Source: an optimization exercise on an open RTL-to-GDS flow (aim: small area, a short achievable clock period and few clock cycles). Production flows keep margins and buffers that such runs may drop.
The RTL was checked by simulation tests, not by an equivalence proof against the original design.
The clock input has no modelled driver; a real chip could not lean on it and would need a root buffer or a full tree.
Power and IR drop assume default switching activity.

north:
Design conv2d_3x3_lb, start of the top module:
module conv2d_3x3_lb #(
    parameter MAX_W = 16
)(
    input         clk,
    input         reset,
    input         start,
    input  [7:0]  base_a,
    input  [7:0]  base_b,
    input  [7:0]  base_c,
    input  [4:0]  tile_w,    
    input  [4:0]  tile_h,    
    output reg    busy,
    output reg    done,
    output            a_en,
    output            a_we,          
    output reg  [7:0] a_addr,
    output      [31:0] a_di,         
    input       [31:0] a_dout,
    output            b_en,
    output            b_we,          
    output reg  [7:0] b_addr,
    output      [31:0] b_di,         
    input       [31:0] b_dout,
    output            c_en,
    output            c_we,
    output reg  [7:0] c_addr,
    output reg [31:0] c_di,
    input       [31:0] c_dout        
);
Size in the first run: about 1,800 cells after synthesis.
==> flow/config.mk <==
export PLATFORM = sky130hd
export DESIGN_NAME = conv2d_3x3_lb
export DESIGN_NICKNAME = conv2d_3x3_lb
export VERILOG_FILES = /design/flow/design.v
export SDC_FILE = /design/flow/constraint.sdc
export NUM_CORES = 4
export LEC_CHECK = 0
export CAP_MARGIN = 20
export CORE_MARGIN = 2
export CORE_UTILIZATION = 60
export PLACE_DENSITY = 0.75
export SLEW_MARGIN = 20
export SYNTH_HIERARCHICAL = 1
export SYNTH_MINIMUM_KEEP_SIZE = 0
==> flow/constraint.sdc <==
create_clock -name core_clock -period 15.0 [get_ports {clk}]
set_input_delay 3.0000 -clock core_clock [delete_from_list [all_inputs] [get_ports {clk}]]
set_output_delay 3.0000 -clock core_clock [all_outputs]
set_load 0.01 [all_outputs]
standard.sh (not shown) runs the stock make flow with config.mk's settings and CLKGATE_MAP_FILE= SYNTH_SCRIPT=/design/flow/synth_recipe.tcl, a recipe that flattens the netlist after the stock synthesis.
==> flow/flow/run.sh <==
#!/bin/bash
# Standard ORFS layout (the standard.sh, unchanged synthesis), with
#  - timing repair aimed well below the clock period (SETUP_SLACK_MARGIN),
#  - plain buffers on the ports instead of delay buffers,
#  - one tie cell for the constant outputs,
#  - a two-level clock tree (see post_cts.tcl).
# Every tool's output is in standard.log and in orfs/logs/.
set -euo pipefail
here=$(pwd)
bash standard.sh \
  SETUP_SLACK_MARGIN=11 \
  BUFFER_PORTS_ARGS="-buffer_cell sky130_fd_sc_hd__buf_1" \
  SKIP_REPAIR_TIE_FANOUT=1 \
  CTS_ARGS="-sink_clustering_enable -repair_clock_nets -sink_clustering_size 30 -sink_clustering_max_diameter 150 -dont_use_dummy_load" \
  POST_CTS_TCL="$here/flow/post_cts.tcl" \
  finish > standard.log 2>&1
Other scripts of this flow, unchanged in this note and not shown: flow/flow/post_cts.tcl
north went all the way through synthesis, placement and routing and the layout is clean on timing, DRC and antenna.
Testbench counts of north, summed over its fixed seeds: cycles 205,773.
> inputs changed (north -> south)
Settings: an added ABC_CLOCK_PERIOD_IN_PS of 3500.
-- flow/flow/run.sh --
<<< north, line 10
bash standard.sh \
  SETUP_SLACK_MARGIN=11 \
  BUFFER_PORTS_ARGS="-buffer_cell sky130_fd_sc_hd__buf_1" \
  SKIP_REPAIR_TIE_FANOUT=1 \
  CTS_ARGS="-sink_clustering_enable -repair_clock_nets -sink_clustering_size 30 -sink_clustering_max_diameter 150 -dont_use_dummy_load" \
>>> south, line 10
bash standard.sh \
  SETUP_SLACK_MARGIN=11 \
  BUFFER_PORTS_ARGS="-buffer_cell sky130_fd_sc_hd__buf_2" \
  SKIP_REPAIR_TIE_FANOUT=1 \
  CTS_ARGS="-sink_clustering_enable -repair_clock_nets -sink_clustering_size 30 -sink_clustering_max_diameter 150 -dont_use_dummy_load" \
Findings:
- Diff south..north | post-route setup TNS | unchanged
- Looking at critical path depth in cells, south sits above north.
- Summary of the comparison: filler cell count is lower in south, relative to north.
- Across both runs, met1 layer wirelength in the final routing was higher for south than for north.
- Final clock skew: north vs south, no meaningful difference
Inputs modified between south and east:
Settings: removing ABC_CLOCK_PERIOD_IN_PS (formerly 3500).
-- flow/flow/run.sh --
<<< south, line 9
here=$(pwd)
bash standard.sh \
  SETUP_SLACK_MARGIN=11 \
  BUFFER_PORTS_ARGS="-buffer_cell sky130_fd_sc_hd__buf_2" \
  SKIP_REPAIR_TIE_FANOUT=1 \
>>> east, line 9
here=$(pwd)
bash standard.sh \
  SETUP_SLACK_MARGIN=11.15 \
  BUFFER_PORTS_ARGS="-buffer_cell sky130_fd_sc_hd__buf_2" \
  SKIP_REPAIR_TIE_FANOUT=1 \
Notes after the runs:
- east reached the end of the flow, and the finished layout is clean on the timing, DRC and antenna checks.
- Re sequential-to-total area share from yosys stat: no difference whatsoever between south and east.
- Looking at slew of the pin with the lowest slew margin across east and south, the one that comes out lower is east.
- Side by side, minimum period implied by the final worst setup slack turned out lower in east than in south.
- Diff east and south: sequential share of power lower in east
- Delta (east minus south): number of vias per cell grew by about 1.1%; wire length on met2 held steady; required time at the endpoint of the critical path shrank by 3.20 ns; sequential share of layout area shrank by 0.49 points; worst setup slack grew by 0.083 ns.
Input changes introduced in west (baseline for comparison: east):
-- flow/flow/run.sh --
<<< east, line 9
here=$(pwd)
bash standard.sh \
  SETUP_SLACK_MARGIN=11.15 \
  BUFFER_PORTS_ARGS="-buffer_cell sky130_fd_sc_hd__buf_2" \
  SKIP_REPAIR_TIE_FANOUT=1 \
>>> west, line 9
here=$(pwd)
bash standard.sh \
  SETUP_SLACK_MARGIN=11 \
  BUFFER_PORTS_ARGS="-buffer_cell sky130_fd_sc_hd__buf_2" \
  SKIP_REPAIR_TIE_FANOUT=1 \
==> summary.txt <==
- west and east all finish clean.
- east vs west, cell with the biggest individual delay on the critical path: dfxtp_2 vs fa_1
- Area added between synthesis and finish in west vs east: down 4.4 points
- Per the comparison of west with east, number of standard cells in the layout, taps in and fillers out fell 21; count of mapped cells out of synthesis stayed essentially flat; total power decreased about 3%.
Input-level comparison between middle and west:
Settings: changing PLACE_DENSITY from 0.75 to 0.8; changing CORE_UTILIZATION from 60 to 65.
--- outcome ---
middle finished all stages; the layout is clean.
The critical path arrival in middle sits 0.09 ns above the value recorded for west.
Of middle and west, it is middle that has the higher global routing usage on met2.
Critical path capture point = p_c[23]$_DFF_P_: middle; critical path capture point = p_c[22]$_DFF_P_: west
Total power for middle: about 2.3% up relative to west
west was routed with fewer vias than middle.
| routed wire length | middle vs west | about 1.7% higher |
middle against west: time the final worst path needs with I/O delays and setup rose 0.088 ns; setup slack fell 0.088 ns.

## afterwards: timing with drivers on the ports
In the flow no input, the clock included, has a driving cell. The finished layouts below were timed again as built, in two steps.
Step 1: set_driving_cell puts a clkbuf_16 on clk and a buf_2 on each other input, an assumption about the parent block.
Step 2 adds t to the input delays and takes it off the output delays; t is the mean of the earliest and latest rising clock arrival at the registers after step 1. Input paths then give back, and output paths get back, about the clock's delay inside the block.
Three values: no drivers, after step 1, after step 2; two values: the first two.
| run | t (ns) | slack for setup (ns) | worst hold slack (ns) | worst data-port slew with drivers (ns) |
|---|---|---|---|---|
| north | 0.411 | 11.089 / 11.075 / 10.783 | 0.330 / 0.330 / 0.330 | 0.09 |
| south | 0.410 | 11.101 / 11.077 / 10.826 | 0.337 / 0.337 / 0.337 | 0.08 |
| east | 0.410 | 11.184 / 11.068 / 10.928 | 0.346 / 0.346 / 0.346 | 0.09 |
| west | 0.410 | 11.101 / 11.077 / 10.826 | 0.337 / 0.337 / 0.337 | 0.08 |
| middle | 0.393 | 11.013 / 11.013 / 10.836 | 0.339 / 0.339 / 0.339 | 0.09 |
After both steps every run listed still meets setup and hold. For north, which loses most, drivers alone change the setup slack by -0.014 ns; drivers and shift together by -0.306 ns.
